Context: an optimization exercise on an open-source flow, tuned for small area. The choices shown serve that exercise and are no tape-out recipe. The RTL was checked by simulation tests, not by an equivalence proof against the original design. No activity file was given, so power comes from the tool's default toggle rates.

Setup of job 6730:
## rgb2gray_uhd_4ppc
module rgb2gray_uhd_4ppc
(
    input [95:0] VIDEO_IN_tdata,
    input VIDEO_IN_tlast,
    output VIDEO_IN_tready,
    input VIDEO_IN_tuser,
    input VIDEO_IN_tvalid,
    input s_axis_video_aclk,
    output [31:0] VIDEO_OUT_tdata,
    output VIDEO_OUT_tlast,
    input VIDEO_OUT_tready,
    output VIDEO_OUT_tuser,
    output VIDEO_OUT_tvalid
);
Settings: LEC_CHECK=0, CAP_MARGIN=20, CORE_MARGIN=2, CORE_UTILIZATION=40, CTS_BUF_LIST=sky130_fd_sc_hd__clkbuf_16, CTS_CLUSTER_DIAMETER=80, CTS_CLUSTER_SIZE=25, GPL_TIMING_DRIVEN=0, SLEW_MARGIN=20, SYNTH_HIERARCHICAL=1; clock period 4.0 ns.
standard.sh (not shown) runs the stock make flow with config.mk's settings and CLKGATE_MAP_FILE= SYNTH_SCRIPT=/design/flow/synth_recipe.tcl, a recipe that flattens the netlist after the stock synthesis.
==> flow/flow/run.sh <==
#!/bin/bash
# Standard layout, with plain buf_1 cells as the port buffers and a clock tree
# without dummy loads and with a small root buffer.
set -euo pipefail
export BUFFER_PORTS_ARGS="-buffer_cell sky130_fd_sc_hd__buf_1"
export CTS_ARGS="-sink_clustering_enable -repair_clock_nets -sink_clustering_size 12 -sink_clustering_max_diameter 45 -buf_list {sky130_fd_sc_hd__clkbuf_8 sky130_fd_sc_hd__clkbuf_16} -sink_clustering_buffer sky130_fd_sc_hd__clkbuf_4 -root_buf sky130_fd_sc_hd__clkbuf_4 -dont_use_dummy_load"
bash standard.sh > standard.log 2>&1
The flow did not stop early for job 6730: all stages ran, and the layout cleared the timing, DRC and antenna checks.
Input-level comparison between job 4340 and job 6730:
==> flow/flow/run.sh <==
#!/bin/bash
# Standard layout, with plain buf_1 cells as the port buffers and a clock tree
# without dummy loads and with a small root buffer.
set -euo pipefail
export BUFFER_PORTS_ARGS="-buffer_cell sky130_fd_sc_hd__buf_1"
export CTS_ARGS="-sink_clustering_enable -repair_clock_nets -sink_clustering_size 16 -sink_clustering_max_diameter 50 -buf_list {sky130_fd_sc_hd__clkbuf_8 sky130_fd_sc_hd__clkbuf_16} -sink_clustering_buffer sky130_fd_sc_hd__clkbuf_8 -root_buf sky130_fd_sc_hd__clkbuf_4 -dont_use_dummy_load"
bash standard.sh > standard.log 2>&1
## What came out
- Each of the runs, namely job 4340 and job 6730, reached the end of the flow and came out clean.
- Summary of job 4340 over job 6730: global router's overall resource usage flat, highest attainable clock frequency held steady, pin count of the biggest net entering global routing went up by 1.
- Share of power burned in combinational logic, job 4340 and job 6730: smaller value in job 4340
- The lower cell area came out of job 6730.
- Summary of job 4340 over job 6730: met1 routed wirelength after detailed routing increased 57 um; worst-case setup margin in the final layout essentially unchanged.
- On wire length, job 4340 and job 6730 are basically level.
- Job 4340 vs. job 6730: ratio of routed vias to standard cells essentially unchanged; critical path arrival shows a reduction of 40 ps; overall power of the completed layout saw an increase.
The inputs of job 5996 differ from those of job 4340 as listed below.
Settings: clearing CTS_CLUSTER_SIZE, which used to be 25; clearing CTS_CLUSTER_DIAMETER, which used to be 80; swapping 40 for 60 in CORE_UTILIZATION; clearing CTS_BUF_LIST, which used to be sky130_fd_sc_hd__clkbuf_16.
==> flow/flow/run.sh <==
#!/bin/bash
# Standard layout, with plain buf_1 cells as the port buffers and a clock tree
# without dummy loads and with a small root buffer.
set -euo pipefail
export BUFFER_PORTS_ARGS="-buffer_cell sky130_fd_sc_hd__buf_1"
export CTS_ARGS="-sink_clustering_enable -repair_clock_nets -sink_clustering_size 18 -sink_clustering_max_diameter 60 -buf_list {sky130_fd_sc_hd__clkbuf_8 sky130_fd_sc_hd__clkbuf_16} -sink_clustering_buffer sky130_fd_sc_hd__clkbuf_8 -root_buf sky130_fd_sc_hd__clkbuf_4 -dont_use_dummy_load"
bash standard.sh > standard.log 2>&1
--- outcome ---
Number of stages on the worst hold path ends up lower on job 5996. Instance area after placement was lower in job 5996 than in job 4340. Summary of job 5996 over job 4340: post-layout minimum cycle time roughly the same; total power lower; clock transition time at the flip-flop clock pins of the worst setup and hold paths roughly the same; final standard cell area without fillers lower; timing-limited maximum frequency roughly the same.
Input-level comparison between job 2638 and job 5996:
Settings: CORE_UTILIZATION changed from 60 to 40; CTS_BUF_LIST newly set to sky130_fd_sc_hd__clkbuf_16; CTS_CLUSTER_DIAMETER newly set to 80; CTS_CLUSTER_SIZE newly set to 25.
## What came out
Job 2638 vs. job 5996: final-stage net count held; post-route total power went up 0.62%. Job 2638: data arrival time of the critical path is 50 ps higher than what job 5996 reported. Summary of the comparison: setup slack is lower in job 2638, relative to job 5996. Top-level port count across job 5996 and job 2638: no real change.


rgb2gray_uhd_4ppc, a different RTL version from the one above (not shown whole).
For scale: roughly 670 cells after synthesis, ~270 flip-flops.
Settings: LEC_CHECK=0, CAP_MARGIN=20, CORE_MARGIN=2, CORE_UTILIZATION=40, CTS_BUF_LIST=sky130_fd_sc_hd__clkbuf_16, CTS_CLUSTER_DIAMETER=100, CTS_CLUSTER_SIZE=35, GPL_TIMING_DRIVEN=0, SLEW_MARGIN=20, SYNTH_HIERARCHICAL=1; clock period 4.0 ns.
==> flow/flow/run.sh <==
#!/bin/bash
# Standard layout, with plain buf_1 cells as the port buffers.
set -euo pipefail
export BUFFER_PORTS_ARGS="-buffer_cell sky130_fd_sc_hd__buf_1"
bash standard.sh > standard.log 2>&1
The starting point finished with timing, DRC and antenna clean.
Edit:
==> flow/flow/run.sh (replaced) <==
#!/bin/bash
# Standard layout, with plain buf_1 cells as the port buffers and a clock tree
# without dummy loads.
set -euo pipefail
export BUFFER_PORTS_ARGS="-buffer_cell sky130_fd_sc_hd__buf_1"
export CTS_ARGS="-sink_clustering_enable -repair_clock_nets -sink_clustering_size 25 -sink_clustering_max_diameter 80 -buf_list sky130_fd_sc_hd__clkbuf_16 -dont_use_dummy_load"
bash standard.sh > standard.log 2>&1
--- a/flow/config.mk
+++ b/flow/config.mk
@@ -12,2 +12,2 @@
-export CTS_CLUSTER_DIAMETER = 100
-export CTS_CLUSTER_SIZE = 35
+export CTS_CLUSTER_DIAMETER = 80
+export CTS_CLUSTER_SIZE = 25
=> Clock power is higher by roughly a tenth. Worst setup slack is better by 0.026 ns. Global-route usage climbs by 0.12 points. Area after synthesis does not change.

## afterwards: timing with drivers on the ports
No port has a modelled driver above. Below, the same layouts with a new extraction and two added sets of constraints.
Step 1 (the two cells are an assumption about what drives the block):
set clk [get_ports {s_axis_video_aclk}]
set_driving_cell -lib_cell sky130_fd_sc_hd__clkbuf_16 $clk
set_driving_cell -lib_cell sky130_fd_sc_hd__buf_2 [delete_from_list [all_inputs] $clk]
Step 2, shift: input delay + t, output delay - t, t = (earliest + latest rising clock arrival at the registers) / 2. This alone moves slack from input paths to output paths.
Slacks: no drivers / after step 1 / after step 2; pairs: no drivers / after step 1.
run	shift t [ns]	slack for setup (ns)	worst setup path at the end	worst slew at a driven data input, ns
job 6730	0.650	0.753 / 0.753 / 0.198	input to register	0.08
job 4340	0.661	0.756 / 0.756 / 0.162	input to register	0.08
job 5996	0.609	0.758 / 0.758 / 0.184	input to register	0.04
job 2638	0.648	0.736 / 0.736 / 0.178	input to register	0.08
the first run of note 2	0.507	0.311 / 0.328 / -0.179	input to register	0.07
the second run of note 2	0.507	0.337 / 0.355 / -0.152	input to register	0.07
Met with ideal ports but missed after step 2: setup timing in the first run of note 2 and the second run of note 2. For job 4340, which loses most, drivers alone change the setup slack by 0.000 ns; drivers and shift together by -0.594 ns.
